This design comes from an exercise in tuning for a short achievable clock period and few clock cycles on the open sky130 flow, not from production work. In this exercise RTL edits were held to simulation tests only and were not proved equivalent to the original. Power figures rest on the tool's default switching activity, not on a simulated workload.

==> flow/design.v (excerpt) <==
module core_risc_v #(parameter DATA_WIDTH = 32, parameter ADDR_WIDTH = 32)(
	input clk_O,
	input rst,
	output [(ADDR_WIDTH-1):0] PC,
	input [31:0] Instr_out,
	input [(DATA_WIDTH-1):0] data_o_map,
	output MemWrite,
	output MemRead,
	output [(ADDR_WIDTH-1):0] Result,
	output [(DATA_WIDTH-1):0] rd2
);
==> flow/config.mk <==
export PLATFORM = sky130hd
export DESIGN_NAME = core_risc_v
export DESIGN_NICKNAME = core_risc_v
export VERILOG_FILES = /design/flow/design.v
export SDC_FILE = /design/flow/constraint.sdc
export NUM_CORES = 8
export LEC_CHECK = 0
export ABC_CLOCK_PERIOD_IN_PS = 5000
export CAP_MARGIN = 20
export CORE_MARGIN = 2
export CORE_UTILIZATION = 60
export CTS_CLUSTER_DIAMETER = 80
export CTS_CLUSTER_SIZE = 30
export PLACE_DENSITY = 0.7
export SLEW_MARGIN = 20
export SYNTH_HIERARCHICAL = 1
==> flow/constraint.sdc <==
create_clock -name core_clock -period 25.0 [get_ports {clk_O}]
set_input_delay 5.0000 -clock core_clock [delete_from_list [all_inputs] [get_ports {clk_O}]]
set_output_delay 5.0000 -clock core_clock [all_outputs]
set_load 0.01 [all_outputs]
standard.sh (not shown) runs the stock make flow with config.mk's settings and CLKGATE_MAP_FILE= SYNTH_SCRIPT=/design/flow/synth_recipe.tcl, a recipe that flattens the netlist after the stock synthesis.
==> flow/flow/run.sh <==
#!/bin/bash
# Layout flow: the standard ORFS flow (standard synthesis unchanged), with
#  - a larger repair_timing setup margin so that the optimiser keeps improving
#    paths that already meet the 25 ns constraint,
#  - unrestricted cell footprints for sizing and buf_4 port buffers,
#  - after global placement, each register that drives an output port moved
#    next to that port's buffer (legalised by the flow's detailed placement).
set -uo pipefail
VARS=(SETUP_SLACK_MARGIN=19 MATCH_CELL_FOOTPRINT=0 "BUFFER_PORTS_ARGS=-buffer_cell sky130_fd_sc_hd__buf_4")
RES=$PWD/orfs/results/sky130hd/core_risc_v/base
bash standard.sh synth > synth.log 2>&1 || exit 1
bash standard.sh 3_3_place_gp "${VARS[@]}" > place_gp.log 2>&1 || exit 1
MOVE_IN=$RES/3_3_place_gp.odb MOVE_OUT=$RES/3_3_place_gp.odb \
  openroad -no_init -exit flow/move_out_ffs.tcl > move.log 2>&1 || exit 1
bash standard.sh finish "${VARS[@]}" > layout.log 2>&1
==> flow/flow/move_out_ffs.tcl <==
# Move each register that drives an output-port buffer next to that buffer,
# so the register-to-port path has a short wire.  Legalised later by the
# flow's detailed placement.
read_db $::env(MOVE_IN)
set block [ord::get_db_block]
set n 0
foreach bterm [$block getBTerms] {
  if { [$bterm getIoType] != "OUTPUT" } { continue }
  set net [$bterm getNet]
  if { $net == "NULL" } { continue }
  set buf ""
  foreach it [$net getITerms] {
    if { [$it isOutputSignal] } { set buf [$it getInst] }
  }
  if { $buf == "" } { continue }
  set ff ""
  foreach it [$buf getITerms] {
    if { [$it isInputSignal] && [$it getNet] != "NULL" } {
      foreach it2 [[$it getNet] getITerms] {
        if { [$it2 isOutputSignal] } { set ff [$it2 getInst] }
      }
    }
  }
  if { $ff == "" } { continue }
  set m [[$ff getMaster] getName]
  if { ![string match "*df*" $m] } { continue }
  set loc [$buf getLocation]
  $ff setLocation [lindex $loc 0] [lindex $loc 1]
  incr n
}
puts "moved $n output registers"
write_db $::env(MOVE_OUT)
Testbench counts at the start, summed over its fixed seeds: cycles 51,191.
Change:
Settings changed: CORE_UTILIZATION 60 to 72, PLACE_DENSITY 0.7 to 0.8.
Outcome:
- The new run did not get past global routing (5_1_grt) on GRT-0116
- synthesized cell count does not change
- area after synthesis does not change
Change:
Settings changed: CORE_UTILIZATION 72 to 60, CTS_CLUSTER_DIAMETER 80 to default, CTS_CLUSTER_SIZE 30 to default, PLACE_DENSITY 0.8 to 0.7.
Effect:
- The new run finished clean
- area after synthesis stays the same
- synthesized cell count is unchanged

* * *

== the reference run ==
Another version of the RTL of core_risc_v (not shown whole).
Size: roughly 3100 flip-flops, ~160000 um^2 of cells after synthesis.
export LEC_CHECK = 0
export ABC_CLOCK_PERIOD_IN_PS = 5000
export CAP_MARGIN = 20
export CORE_MARGIN = 2
export CORE_UTILIZATION = 60
export PLACE_DENSITY = 0.7
export SLEW_MARGIN = 20
export SYNTH_HIERARCHICAL = 1
create_clock -name core_clock -period 25.0 [get_ports {clk_O}]
Scripts as last shown in full above: flow/flow/run.sh, flow/flow/move_out_ffs.tcl
Testbench counts of the reference run, summed over its fixed seeds: cycles 51,248.
--- input diff the reference run..the trial run ---
==> flow/flow/run.sh <==
#!/bin/bash
# Layout flow: the standard ORFS flow (standard synthesis unchanged), then the
# rest of the layout with a larger repair_timing setup margin so that the
# optimiser keeps improving paths that already meet the 25 ns constraint,
# unrestricted cell footprints for sizing, and buf_4 port buffers.
set -uo pipefail
bash standard.sh synth > synth.log 2>&1 || exit 1
bash standard.sh finish \
  SETUP_SLACK_MARGIN=19 \
  MATCH_CELL_FOOTPRINT=0 \
  "BUFFER_PORTS_ARGS=-buffer_cell sky130_fd_sc_hd__buf_4" > layout.log 2>&1
removed: flow/flow/move_out_ffs.tcl
[summary]
Critical path's largest stage delay, the trial run and the reference run, higher one = the trial run.
Going from the reference run to the trial run, initial antenna violation count -about 40%; clock edge transition at the registers on the reported setup and hold paths about even; combinational power share saw a decrease; setup TNS essentially unchanged.
Delta (the trial run minus the reference run): time the final worst path needs with I/O delays and setup picked up an extra 0.11 ns, combinational power neither gained nor lost much.

-- re-timing with driven ports --
How much do the figures lean on ideal ports? The routed layouts below were timed once more, with nothing changed but the port constraints. Step 1, drivers: a clkbuf_16 drives clk_O and a buf_2 each remaining input, both assumed. Step 2 moves the port delays by t, midway between the first and last clock arrival at a register: inputs arrive t later, outputs are due t later. That takes back most of the time a late clock gives input paths. a / b / c = ideal / step 1 / step 2; a / b = the first two.
run | t, ns | setup slack, ns | worst setup path at the end | worst register clock-pin slew, ns | cell pins on the clock port's net
the first run of note 1 | 0.923 | 18.690 / 18.598 / 18.094 | input to register | 0.12 / 0.12 | 1
the third run of note 1 | 0.969 | 18.647 / 18.550 / 17.924 | input to register | 0.07 / 0.07 | 1
the reference run | 1.026 | 18.613 / 18.509 / 18.197 | input to register | 0.08 / 0.08 | 1
the trial run | 1.021 | 18.498 / 18.388 / 18.271 | input, reset recovery | 0.07 / 0.07 | 1
After both steps setup and hold are still met in every run listed. The setup slack of the third run of note 1, which loses most, moves by -0.097 ns with the drivers and by -0.723 ns with both steps. Setup slack includes reset recovery checks.
